Background: an optimization exercise with open tools, aiming at small area. Do not read the settings as production practice.
RTL that was checked went through simulation tests only; none was proved equivalent to the original.
Power figures rest on the tool's default switching activity, not on a simulated workload.

Design APB_WRAPPER, start of the top module:
module APB_WRAPPER(
    input PCLK,
    input PRESETn,
    input TRANSFER,
    input [31:0] address,
    input [31:0] write_data,
    input write_en,
    output reg [31:0] read_data
);
    localparam IDLE  = 3'b000;
    localparam SETUP = 3'b001;
    localparam W1    = 3'b010;
    localparam W2    = 3'b011;
    localparam W3    = 3'b100;
    localparam R1    = 3'b101;
    localparam R2    = 3'b110;
    localparam R3    = 3'b111;
    reg [2:0] state;
    reg [2:0] next_state;
    always @(*) begin
        case (state)
            IDLE:    next_state = TRANSFER ? SETUP : IDLE;
            SETUP:   next_state = write_en ? W1 : R1;
            W1:      next_state = W2;
            W2:      next_state = W3;
            R1:      next_state = R2;
            R2:      next_state = R3;
            default: next_state = IDLE;
        endcase
    end
    always @(posedge PCLK or negedge PRESETn) begin
        if (!PRESETn)
            state <= IDLE;
        else
            state <= next_state;
    end
    reg [2:0]  taddr;
    reg        pend;
    reg [31:0] wdata;
    always @(posedge PCLK) begin
        if (state == SETUP) begin
            taddr <= address[2:0];
            pend  <= write_en;
            wdata <= write_data;
        end
    end
    reg [1:0] rot;
    always @(posedge PCLK)
        rot <= rot + 2'd1;
    reg [31:0] ring0 [0:3];
    reg [31:0] ring1 [0:3];
    wire at_slot0 = pend & (taddr[1:0] == rot);
    wire wr0 = at_slot0 & ~taddr[2];
    wire wr1 = at_slot0 &  taddr[2];
    wire [31:0] in0, in1;
    genvar g;
    generate
  ...
For scale: roughly 560 cells after synthesis, ~100 I/O pins.
clock: 5.0 ns
lec_check: 0
cap_margin: 20
core_margin: 2
core_utilization: 70
place_density: 0.85
slew_margin: 20
synth_hierarchical: 1
synth_minimum_keep_size: 0
standard.sh (not shown) runs the stock make flow with config.mk's settings and CLKGATE_MAP_FILE= SYNTH_SCRIPT=/design/flow/synth_recipe.tcl, a recipe that flattens the netlist after the stock synthesis.
==> flow/flow/run.sh <==
#!/bin/bash
# Own layout flow: the standard flow with every synthesised cell first
# set to its smallest size, smaller port buffers, and a clock tree without
# dummy loads. make's output goes to ./flow_make.log, each step's to ORFS's logs.
set -euo pipefail
here=$(pwd)
export PRE_FLOORPLAN_TCL="$here/flow/downsize.tcl"
export BUFFER_PORTS_ARGS="-buffer_cell sky130_fd_sc_hd__buf_1"
export CTS_ARGS="-sink_clustering_enable -repair_clock_nets -dont_use_dummy_load -buf_list {sky130_fd_sc_hd__clkbuf_4} -sink_clustering_size 10 -sink_clustering_max_diameter 30"
bash standard.sh finish > flow_make.log 2>&1
==> flow/flow/downsize.tcl <==
# Before floorplan: set every cell to the smallest-area drive strength of its
# own family (same function and pins). Later repair steps size cells up and
# buffer nets again wherever slew, capacitance or timing needs it.
set db [ord::get_db]
set block [[$db getChip] getBlock]
set best [dict create]
foreach lib [$db getLibs] {
  foreach m [$lib getMasters] {
    set name [$m getName]
    if {[string match "*lpflow*" $name] || [string match "*probe*" $name]} { continue }
    if {![regexp {^(sky130_fd_sc_hd__[a-z0-9]+)_([0-9]+)$} $name -> fam n]} { continue }
    set lc [get_lib_cells $name]
    if {$lc eq "" || [get_property $lc dont_use]} { continue }
    set area [expr {[$m getWidth] * [$m getHeight]}]
    if {![dict exists $best $fam] || $area < [lindex [dict get $best $fam] 1]} {
      dict set best $fam [list $m $area]
    }
  }
}
set n_swapped 0
foreach inst [$block getInsts] {
  set name [[$inst getMaster] getName]
  if {![regexp {^(sky130_fd_sc_hd__[a-z0-9]+)_([0-9]+)$} $name -> fam n]} { continue }
  if {![dict exists $best $fam]} { continue }
  set m [lindex [dict get $best $fam] 0]
  if {[$m getName] ne $name} {
    $inst swapMaster $m
    incr n_swapped
  }
}
puts "downsize.tcl: swapped $n_swapped cells to their smallest size"
==> next run, changes <==
--- a/flow/flow/run.sh
+++ b/flow/flow/run.sh
@@ -8,3 +8,3 @@
 export BUFFER_PORTS_ARGS="-buffer_cell sky130_fd_sc_hd__buf_1"
-export CTS_ARGS="-sink_clustering_enable -repair_clock_nets -dont_use_dummy_load -buf_list {sky130_fd_sc_hd__clkbuf_4} -sink_clustering_size 10 -sink_clustering_max_diameter 30"
+export CTS_ARGS="-sink_clustering_enable -repair_clock_nets -dont_use_dummy_load -buf_list {sky130_fd_sc_hd__clkbuf_4 sky130_fd_sc_hd__clkbuf_8} -sink_clustering_size 20 -sink_clustering_max_diameter 50"
 bash standard.sh finish > flow_make.log 2>&1
- CORE_UTILIZATION: 70 -> 60
- PLACE_DENSITY: 0.85 -> 0.7
Worst setup slack gains 470 ps. Non-clock buffer count falls by 2. Via count falls by 4.8%. Cell count falls by 0.58%. Clock power barely changes. Register-to-register slack gains 470 ps. Routed wire length falls by 0.42%. Total power falls by 0.41%. Hold slack loses 31 ps. Sequential share of layout area falls by 0.16 points.
==> next run, changes <==
- CORE_UTILIZATION: 60 -> 70
- PLACE_DENSITY: 0.7 -> 0.85
Result: Total power stays flat; final area decreases slightly; hold slack improved by 55 ps; sequential cell count does not change; register-to-register slack is worse by 420 ps; clock skew goes down by 44 ps; final cell count shrinks by a few percent; global-route usage rose by 4.5 points; core utilization climbs by 12 points.
==> next run, changes <==
--- a/flow/flow/run.sh
+++ b/flow/flow/run.sh
@@ -8,3 +8,3 @@
 export BUFFER_PORTS_ARGS="-buffer_cell sky130_fd_sc_hd__buf_1"
-export CTS_ARGS="-sink_clustering_enable -repair_clock_nets -dont_use_dummy_load -buf_list {sky130_fd_sc_hd__clkbuf_4 sky130_fd_sc_hd__clkbuf_8} -sink_clustering_size 20 -sink_clustering_max_diameter 50"
+export CTS_ARGS="-sink_clustering_enable -repair_clock_nets -dont_use_dummy_load -buf_list {sky130_fd_sc_hd__clkbuf_8 sky130_fd_sc_hd__clkbuf_16} -sink_clustering_size 30 -sink_clustering_max_diameter 40"
 bash standard.sh finish > flow_make.log 2>&1
- CORE_UTILIZATION: 70 -> 60
- PLACE_DENSITY: 0.85 -> 0.7
Outcome:
- The changed run produced a clean layout
- global-route usage drops by 4.0 points
- sequential power fell slightly
- fmax goes up by roughly a tenth
- sequential share of layout area came out lower by 3.9 points
- die area went up by about a fifth
- routed wire length shrinks slightly
- setup slack gets better by 370 ps
- worst hold slack is about the same
- via count shrinks slightly

APB_WRAPPER, a different RTL version from the one above (not shown whole).
Size in the first run: ~560 cells after synthesis, about 8600 um2 of cells after synthesis.
==> flow/config.mk <==
export PLATFORM = sky130hd
export DESIGN_NAME = APB_WRAPPER
export DESIGN_NICKNAME = APB_WRAPPER
export VERILOG_FILES = /design/flow/design.v
export SDC_FILE = /design/flow/constraint.sdc
export NUM_CORES = 4
export LEC_CHECK = 0
export CAP_MARGIN = 0
export CORE_MARGIN = 2
export CORE_UTILIZATION = 70
export PLACE_DENSITY = 0.85
export SLEW_MARGIN = 0
export SYNTH_HIERARCHICAL = 1
export SYNTH_MINIMUM_KEEP_SIZE = 0
==> flow/constraint.sdc <==
create_clock -name core_clock -period 5.0 [get_ports {PCLK}]
set_input_delay 1.0000 -clock core_clock [delete_from_list [all_inputs] [get_ports {PCLK}]]
set_output_delay 1.0000 -clock core_clock [all_outputs]
set_load 0.01 [all_outputs]
==> flow/flow/run.sh <==
#!/bin/bash
# Own layout flow: the standard flow with every synthesised cell first
# set to its smallest size, smaller port buffers, and a clock tree without
# dummy loads. make's output goes to ./flow_make.log, each step's to ORFS's logs.
set -euo pipefail
here=$(pwd)
export PRE_FLOORPLAN_TCL="$here/flow/downsize.tcl"
export BUFFER_PORTS_ARGS="-buffer_cell sky130_fd_sc_hd__buf_1"
export CTS_ARGS="-sink_clustering_enable -repair_clock_nets -dont_use_dummy_load -buf_list {sky130_fd_sc_hd__clkbuf_4 sky130_fd_sc_hd__clkbuf_8} -sink_clustering_size 20 -sink_clustering_max_diameter 50"
bash standard.sh finish > flow_make.log 2>&1
Scripts as last shown in full above: flow/flow/downsize.tcl
The baseline went through all stages and came out clean.
Change:
==> flow/flow/run.sh (replaced) <==
#!/bin/bash
# Own layout flow: the standard flow with every synthesised cell first
# set to its smallest size, smaller port buffers, and a clock tree without
# dummy loads. make's output goes to ./flow_make.log, each step's to ORFS's logs.
set -euo pipefail
here=$(pwd)
export PRE_FLOORPLAN_TCL="$here/flow/downsize.tcl"
export BUFFER_PORTS_ARGS="-buffer_cell sky130_fd_sc_hd__buf_1"
export CTS_ARGS="-sink_clustering_enable -repair_clock_nets -dont_use_dummy_load -buf_list {sky130_fd_sc_hd__clkbuf_8} -root_buf sky130_fd_sc_hd__clkbuf_2 -tree_buf sky130_fd_sc_hd__clkbuf_2 -sink_clustering_size 20 -sink_clustering_max_diameter 50"
bash standard.sh finish > flow_make.log 2>&1
- CAP_MARGIN: 0 -> 20
- GPL_TIMING_DRIVEN: default -> 0
- SLEW_MARGIN: 0 -> 20
Effect:
- utilization is higher by 1.0 points
- synthesized area does not change
- critical path depth fell by 6
- worst setup slack improves by 0.081 ns
- worst hold slack degrades by 0.15 ns
- first-iteration DRC count came out lower by about 10%
Change:
==> flow/flow/run.sh (replaced) <==
#!/bin/bash
# Own layout flow: the standard flow with every synthesised cell first
# set to its smallest size, smaller port buffers, and a clock tree without
# dummy loads. make's output goes to ./flow_make.log, each step's to ORFS's logs.
set -euo pipefail
here=$(pwd)
export PRE_FLOORPLAN_TCL="$here/flow/downsize.tcl"
export BUFFER_PORTS_ARGS="-buffer_cell sky130_fd_sc_hd__buf_1"
export CTS_ARGS="-sink_clustering_enable -repair_clock_nets -dont_use_dummy_load -buf_list {sky130_fd_sc_hd__clkbuf_8} -root_buf sky130_fd_sc_hd__clkbuf_4 -tree_buf sky130_fd_sc_hd__clkbuf_4 -sink_clustering_size 22 -sink_clustering_max_diameter 45"
bash standard.sh finish > flow_make.log 2>&1
- GPL_TIMING_DRIVEN: 0 -> default
Result:
- non-clock buffer count goes down by 3
- design area falls by 0.99%
- via count drops by 0.90%
- total power shrinks by 0.47%
- first-iteration DRC count went up by 5.9%
- final cell count is about the same
Change:
==> flow/flow/run.sh (replaced) <==
#!/bin/bash
# Own layout flow: the standard flow with every synthesised cell first
# set to its smallest size, smaller port buffers, and a clock tree without
# dummy loads. make's output goes to ./flow_make.log, each step's to ORFS's logs.
set -euo pipefail
here=$(pwd)
export PRE_FLOORPLAN_TCL="$here/flow/downsize.tcl"
export BUFFER_PORTS_ARGS="-buffer_cell sky130_fd_sc_hd__buf_1"
export CTS_ARGS="-sink_clustering_enable -repair_clock_nets -dont_use_dummy_load -buf_list {sky130_fd_sc_hd__clkbuf_8} -root_buf sky130_fd_sc_hd__clkbuf_2 -tree_buf sky130_fd_sc_hd__clkbuf_2 -sink_clustering_size 20 -sink_clustering_max_diameter 50"
bash standard.sh finish > flow_make.log 2>&1
Critical path depth is unchanged.
Worst setup slack improved by 0.039 ns.
Clock power fell by about 6%.
Wire length rose by 0.45%.
Change:
- CORE_UTILIZATION: 70 -> 75
- PLACE_DENSITY: 0.85 -> 0.9
Clock skew climbs by 0.030 ns.
Core utilization goes up by 4.8 points.
Worst setup slack degrades by 0.37 ns.
Routed wire length increases by a little under a tenth.
Global-route usage increases by 3.4 points.
Clock power barely changes.
Synthesized area stays the same.
Change:
==> flow/flow/run.sh (replaced) <==
#!/bin/bash
# Own layout flow: the standard flow with every synthesised cell first
# set to its smallest size, smaller port buffers, and a clock tree without
# dummy loads. make's output goes to ./flow_make.log, each step's to ORFS's logs.
set -euo pipefail
here=$(pwd)
export PRE_FLOORPLAN_TCL="$here/flow/downsize.tcl"
export BUFFER_PORTS_ARGS="-buffer_cell sky130_fd_sc_hd__buf_1"
export CTS_ARGS="-sink_clustering_enable -repair_clock_nets -dont_use_dummy_load -buf_list {sky130_fd_sc_hd__clkbuf_4 sky130_fd_sc_hd__clkbuf_8} -sink_clustering_size 20 -sink_clustering_max_diameter 50"
bash standard.sh finish > flow_make.log 2>&1
- CORE_UTILIZATION: 75 -> 70
- PLACE_DENSITY: 0.9 -> 0.85
Effect:
- The new run produced a clean layout
- non-clock buffer count is unchanged
- utilization went down by 4.5 points
- wire length went down by 7.4%
- hold slack gains 0.0051 ns
- worst setup slack gains 0.34 ns

The RTL this note starts from:
==> flow/design.v <==
module APB_WRAPPER(
    input PCLK,
    input PRESETn,
    input TRANSFER,
    input [31:0] address,
    input [31:0] write_data,
    input write_en,
    output reg [31:0] read_data
);
    localparam IDLE  = 3'b000;
    localparam SETUP = 3'b001;
    localparam W1    = 3'b010;
    localparam W2    = 3'b011;
    localparam W3    = 3'b100;
    localparam R1    = 3'b101;
    localparam R2    = 3'b110;
    localparam R3    = 3'b111;
    reg [2:0] state;
    reg [2:0] next_state;
    reg [2:0] raddr;
    reg [31:0] memory [0:7];
    always @(*) begin
        case (state)
            IDLE:    next_state = TRANSFER ? SETUP : IDLE;
            SETUP:   next_state = write_en ? W1 : R1;
            W1:      next_state = W2;
            W2:      next_state = W3;
            R1:      next_state = R2;
            R2:      next_state = R3;
            default: next_state = IDLE;
        endcase
    end
    always @(posedge PCLK or negedge PRESETn) begin
        if (!PRESETn)
            state <= IDLE;
        else
            state <= next_state;
    end
    always @(posedge PCLK) begin
        if (state == SETUP)
            raddr <= address[2:0];
    end
    always @(posedge PCLK) begin
        if (state == SETUP && write_en)
            memory[address[2:0]] <= write_data;
    end
    wire load = (state == R3);
    reg [7:0] rsel;
    always @(posedge PCLK) begin
        rsel <= (state == R2) ? (8'b1 << raddr) : 8'b0;
    end
    wire [31:0] rd_next = ({32{rsel[0]}} & memory[0]) | ({32{rsel[1]}} & memory[1])
                        | ({32{rsel[2]}} & memory[2]) | ({32{rsel[3]}} & memory[3])
                        | ({32{rsel[4]}} & memory[4]) | ({32{rsel[5]}} & memory[5])
                        | ({32{rsel[6]}} & memory[6]) | ({32{rsel[7]}} & memory[7])
                        | ({32{~load}} & read_data);
    always @(posedge PCLK or negedge PRESETn) begin
        if (!PRESETn)
            read_data <= 32'b0;
        else
            read_data <= rd_next;
    end
endmodule
export LEC_CHECK = 0
export CAP_MARGIN = 20
export CORE_MARGIN = 2
export CORE_UTILIZATION = 60
export PLACE_DENSITY = 0.7
export SLEW_MARGIN = 20
create_clock -name core_clock -period 5.0 [get_ports {PCLK}]
==> flow/flow/run.sh <==
#!/bin/bash
# Own layout flow: the standard flow with smaller port buffers and a
# clock tree without dummy loads. Logs go to ./flow_make.log and ORFS's logs.
set -euo pipefail
export BUFFER_PORTS_ARGS="-buffer_cell sky130_fd_sc_hd__buf_1"
export CTS_ARGS="-sink_clustering_enable -repair_clock_nets -dont_use_dummy_load -buf_list {sky130_fd_sc_hd__clkbuf_4 sky130_fd_sc_hd__clkbuf_8} -sink_clustering_size 20 -sink_clustering_max_diameter 50"
bash standard.sh finish > flow_make.log 2>&1
Then changed:
==> flow/run.sh (new file) <==
#!/bin/bash
# synth_recipe.tcl (not shown) runs the flow's synth.tcl, then flattens the netlist and writes it again
# the make line also repeats each setting of config.mk as NAME=value (left out here)
make -C /OpenROAD-flow-scripts/flow DESIGN_CONFIG=/design/flow/config.mk WORK_HOME=/design/flow/orfs CLKGATE_MAP_FILE= SYNTH_SCRIPT=/design/flow/synth_recipe.tcl finish
removed: flow/flow/run.sh
removed: flow/standard.sh
The changed run completed without violations.
Area after synthesis stays the same.
Design area rises by 7.9%.
Hold slack gets better by 17 ps.
Final cell count rose by 2.8%.
Non-clock buffer count came out lower by 4.
Sequential power barely changes.
Total power climbs by 22%.

the reference run:
APB_WRAPPER, a different RTL version from the one above (not shown whole).
Size in the first run: roughly 630 cells after synthesis, ~100 I/O pins.
export LEC_CHECK = 0
export CAP_MARGIN = 20
export CORE_MARGIN = 2
export CORE_UTILIZATION = 80
export PLACE_DENSITY = 0.92
export SLEW_MARGIN = 20
export SYNTH_HIERARCHICAL = 1
export SYNTH_MINIMUM_KEEP_SIZE = 0
create_clock -name core_clock -period 5.0 [get_ports {PCLK}]
==> flow/flow/run.sh <==
#!/bin/bash
# Own layout flow: the standard flow with every synthesised cell first
# set to its smallest size, smaller port buffers, and a clock tree without
# dummy loads. make's output goes to ./flow_make.log, each step's to ORFS's logs.
set -euo pipefail
here=$(pwd)
export PRE_FLOORPLAN_TCL="$here/flow/downsize.tcl"
export BUFFER_PORTS_ARGS="-buffer_cell sky130_fd_sc_hd__buf_1"
export CTS_ARGS="-sink_clustering_enable -repair_clock_nets -dont_use_dummy_load -buf_list {sky130_fd_sc_hd__clkbuf_4 sky130_fd_sc_hd__clkbuf_8} -sink_clustering_size 20 -sink_clustering_max_diameter 50"
bash standard.sh finish > flow_make.log 2>&1
Scripts as last shown in full above: flow/flow/downsize.tcl
The reference run finished every stage and its layout cleared the timing, DRC and antenna checks.
#### Input delta (the trial run over the reference run)
- PLACE_DENSITY changed from 0.92 to 0.85
- CORE_UTILIZATION changed from 80 to 70
--- outcome ---
- The reference run has a higher worst path arrival time than the trial run.
- Sequential share of layout area (the trial run over the reference run): decrease, 0.22 points
- Compared with the reference run, the trial run shows a detailed-route wire length that is 16% lower.
- Largest net degree at the start of global routing (the trial run vs. the reference run) decreases by a few percent
- On time the worst path needs with I/O delays and setup, the higher figure sits with the reference run, not the trial run.
No run of this note included a check of the RTL's function; only the layout flow was run.

[port drivers added, routing unchanged]
Ports are ideal in the flow. The routed layouts listed here were re-timed in OpenROAD.
Step 1: set_driving_cell puts a clkbuf_16 on PCLK and a buf_2 on each other input, an assumption about the parent block.
Step 2, shift: input delay + t, output delay - t, t = (earliest + latest rising clock arrival at the registers) / 2. This alone moves slack from input paths to output paths.
a / b / c = no drivers / after step 1 / after step 2; a / b = the first two.
run | shift t [ns] | setup slack, ns | hold slack, ns | worst setup path after step 2 | clock arrival spread, ns
the first run of note 1 | 0.651 | 1.725 / 1.725 / 1.725 | 0.299 / 0.299 / 0.299 | register to register | 0.064 / 0.065
the second run of note 1 | 0.555 | 2.196 / 2.196 / 2.196 | 0.268 / 0.268 / 0.268 | register to register | 0.078 / 0.078
the third run of note 1 | 0.553 | 1.779 / 1.779 / 1.779 | 0.323 / 0.323 / 0.323 | register to register | 0.033 / 0.034
the fourth run of note 1 | 0.528 | 2.149 / 2.149 / 2.149 | 0.324 / 0.324 / 0.324 | register to register | 0.045 / 0.045
the first run of note 2 | 0.540 | 2.589 / 2.589 / 2.492 | 0.308 / 0.308 / 0.308 | input to register | 0.031 / 0.031
the second run of note 2 | 0.756 | 2.669 / 2.631 / 2.610 | 0.156 / 0.143 / 0.310 | input to register | 0.066 / 0.066
the third run of note 2 | 0.657 | 2.574 / 2.574 / 2.443 | 0.284 / 0.284 / 0.284 | input to register | 0.046 / 0.046
the fourth run of note 2 | 0.771 | 2.613 / 2.613 / 2.478 | 0.313 / 0.313 / 0.313 | input to register | 0.030 / 0.030
the fifth run of note 2 | 0.774 | 2.245 / 2.245 / 2.245 | 0.304 / 0.304 / 0.304 | register to register | 0.062 / 0.062
the sixth run of note 2 | 0.540 | 2.590 / 2.590 / 2.482 | 0.309 / 0.309 / 0.309 | input to register | 0.030 / 0.030
the first run of note 3 | 0.570 | 2.397 / 2.417 / 1.847 | 0.455 / 0.455 / 0.455 | input to register | 0.051 / 0.050
the second run of note 3 | 0.573 | 2.149 / 2.172 / 1.598 | 0.472 / 0.472 / 0.472 | input to register | 0.015 / 0.015
the reference run | 0.561 | 1.867 / 1.867 / 1.771 | 0.319 / 0.319 / 0.319 | input to register | 0.020 / 0.021
the trial run | 0.549 | 2.139 / 2.139 / 1.899 | 0.309 / 0.309 / 0.309 | input to register | 0.027 / 0.028
After both steps every run listed still meets setup and hold. For the second run of note 3, which loses most, drivers alone change the setup slack by +0.023 ns; drivers and shift together by -0.551 ns.
